Background: an optimization exercise with open tools, aiming at small area and a short achievable clock period. Do not read the settings as production practice.
The RTL was checked by simulation tests, not by an equivalence proof against the original design.
The clock port is modelled as an ideal driver; clocking choices that lean on that would not hold on a real chip.

Design Converter, start of the top module:
module Converter #(parameter INPUT_WIDTH = 16,
                   parameter OUTPUT_WIDTH = 64)(
    input[INPUT_WIDTH-1:0] data,
    input sop,
    input eop,
    input rst,
    input clk,
    output[OUTPUT_WIDTH-1:0] number,
    output valid,
    output error
    );
    localparam W = 64;
    localparam LO = 4;
    reg sop_d;       
    reg eop_d;       
    reg vld;         
    reg [3:0] base;
    reg t1_1, t1_2, t1_3;        
    reg t2_0, t2_1, t2_n;        
    reg [3:0] dign;      
    reg chr;         
    reg [W-1:0] acc;
    reg err;
    wire hi_ok = (data[INPUT_WIDTH-1:4] == 3);
    wire ch_ok = hi_ok && (data[3:0] < base);
    wire is_char = sop_d || (chr && !eop_d);
    always @(posedge clk or posedge rst)
        if (rst) begin
            sop_d <= 1'b0;
            eop_d <= 1'b0;
            vld <= 1'b0;
        end else begin
            sop_d <= sop;
            eop_d <= eop;
            vld <= eop_d;
        end
    always @(posedge clk) begin
        if (sop)
            base <= data[3:0];
        t1_1 <= !sop_d && (base == 2 || base == 3);
        t1_2 <= !sop_d && (base == 4 || base == 5 || base == 6);
        t1_3 <= !sop_d && (base == 7 || base == 8 || base == 9 || base == 10);
        t2_0 <= !sop_d && (base == 3 || base == 5 || base == 9);
        t2_1 <= !sop_d && (base == 6 || base == 10);
        t2_n <= !sop_d && (base == 7);
  ...
Size: ~780 cells after synthesis, roughly 83 flip-flops.
==> flow/config.mk <==
export PLATFORM = sky130hd
export DESIGN_NAME = Converter
export DESIGN_NICKNAME = Converter
export VERILOG_FILES = /design/flow/design.v
export SDC_FILE = /design/flow/constraint.sdc
export NUM_CORES = 8
export LEC_CHECK = 0
export CAP_MARGIN = 20
export CORE_MARGIN = 2
export CORE_UTILIZATION = 40
export CTS_BUF_LIST = sky130_fd_sc_hd__clkbuf_4 sky130_fd_sc_hd__clkbuf_8
export SETUP_SLACK_MARGIN = 5
export SLEW_MARGIN = 20
export SYNTH_HIERARCHICAL = 1
==> flow/constraint.sdc <==
create_clock -name core_clock -period 8.5 [get_ports {clk}]
set_input_delay 1.7000 -clock core_clock [delete_from_list [all_inputs] [get_ports {clk}]]
set_output_delay 1.7000 -clock core_clock [all_outputs]
set_load 0.01 [all_outputs]
standard.sh (not shown) runs the stock make flow with config.mk's settings and CLKGATE_MAP_FILE= SYNTH_SCRIPT=/design/flow/synth_recipe.tcl, a recipe that flattens the netlist after the stock synthesis.
==> flow/flow/run.sh <==
#!/bin/bash
# Own layout flow. Differences from the standard layout:
#  1. synthesis reads design_gates.v, a copy of design.v in which each one-gate
#     cell module (Converter_<gate>) instantiates the matching sky130 cell
#     (flow/gatemap.py), so the adder keeps the gate structure the RTL spells
#     out; the rest goes through the standard flow's synthesis script (synth_recipe.tcl)
#     unchanged, so the registers and their names are the standard ones;
#  2. the port buffers are buf_1 cells;
#  3. timing repair aims at a setup slack of 5.3 ns (a 3.2 ns period), more
#     than config.mk's settings allow;
#  4. after clock tree synthesis, flow/skew.tcl gives the six multiplier-select
#     registers their own clock buffer off the clock port, one buffer level
#     earlier than the other registers (skew on register-to-register paths
#     only: these registers neither read inputs nor drive outputs);
#  5. clock tree synthesis inserts no dummy loads (CTS_ARGS below is ORFS's
#     default argument list plus -dont_use_dummy_load).
# Each tool's output goes to a log file in this folder.
set -euo pipefail
W=$(pwd)
R=$W/orfs/results/$FLOW_PLATFORM/Converter/base

python3 flow/gatemap.py design.v design_gates.v > gatemap.log 2>&1

# the flow settings from config.mk, passed on make's command line as standard.sh does
args=()
while read -r kw k eq v; do
  [[ "$kw" == export && "$eq" == "=" ]] || continue
  case "$k" in
    PLATFORM|DESIGN_NAME|DESIGN_NICKNAME|VERILOG_FILES|SDC_FILE|NUM_CORES|LEC_CHECK) ;;
    *) args+=("$k=$v") ;;
  esac
done < config.mk

make -C "$FLOW_HOME" DESIGN_CONFIG="$W/config.mk" WORK_HOME="$W/orfs" CLKGATE_MAP_FILE= \
  SYNTH_SCRIPT="$W/synth_recipe.tcl" "${args[@]}" VERILOG_FILES="$W/design_gates.v" \
  synth > synth.log 2>&1

make -C "$FLOW_HOME" DESIGN_CONFIG="$W/config.mk" WORK_HOME="$W/orfs" CLKGATE_MAP_FILE= \
  SYNTH_SCRIPT="$W/synth_recipe.tcl" "${args[@]}" VERILOG_FILES="$W/design_gates.v" \
  "BUFFER_PORTS_ARGS=-buffer_cell sky130_fd_sc_hd__buf_1" SETUP_SLACK_MARGIN=5.3 \
  POST_CTS_TCL="$W/flow/skew.tcl" \
  "CTS_ARGS=-sink_clustering_enable -repair_clock_nets -buf_list {sky130_fd_sc_hd__clkbuf_4 sky130_fd_sc_hd__clkbuf_8} -dont_use_dummy_load" \
  finish > layout.log 2>&1

: # left out here: write the final layout as DEF
Other scripts of this flow, unchanged in this note and not shown: flow/flow/gatemap.py, flow/flow/skew.tcl
Change:
--- a/flow/flow/run.sh
+++ b/flow/flow/run.sh
@@ -12,7 +12,5 @@
 #     registers their own clock buffer off the clock port, one buffer level
 #     earlier than the other registers (skew on register-to-register paths
-#     only: these registers neither read inputs nor drive outputs);
-#  5. clock tree synthesis inserts no dummy loads (CTS_ARGS below is ORFS's
-#     default argument list plus -dont_use_dummy_load).
+#     only: these registers neither read inputs nor drive outputs).
 # Each tool's output goes to a log file in this folder.
 set -euo pipefail
@@ -39,7 +37,5 @@
   SYNTH_SCRIPT="$W/synth_recipe.tcl" "${args[@]}" VERILOG_FILES="$W/design_gates.v" \
   "BUFFER_PORTS_ARGS=-buffer_cell sky130_fd_sc_hd__buf_1" SETUP_SLACK_MARGIN=5.3 \
-  POST_CTS_TCL="$W/flow/skew.tcl" \
-  "CTS_ARGS=-sink_clustering_enable -repair_clock_nets -buf_list {sky130_fd_sc_hd__clkbuf_4 sky130_fd_sc_hd__clkbuf_8} -dont_use_dummy_load" \
-  finish > layout.log 2>&1
+  POST_CTS_TCL="$W/flow/skew.tcl" finish > layout.log 2>&1
 
 : # left out here: write the final layout as DEF
Worst setup slack gets worse by 5.2 ps.
Hold slack gets better by 4.2 ps.
Via count grows slightly.

-- what the ideal ports hide --
No port has a modelled driver above. Below, the same layouts with a new extraction and two added sets of constraints. Step 1, drivers: a clkbuf_16 drives clk and a buf_2 each remaining input, both assumed. Step 2 also shifts input and output timing later by t, the mid clock arrival at the registers, as if the neighbouring blocks saw the same clock. Slacks: ideal ports / drivers / drivers and shift; pairs: ideal ports / drivers.
run	shift t [ns]	setup WS [ns]	hold WS [ns]	worst setup path at the end
the first run	0.290	5.507 / 5.507 / 5.303	0.383 / 0.383 / 0.383	input to register
the second run	0.292	5.502 / 5.502 / 5.295	0.388 / 0.388 / 0.388	input to register
After both steps setup and hold are still met in every run listed. For the second run, which loses most, drivers alone change the setup slack by 0.000 ns; drivers and shift together by -0.207 ns.
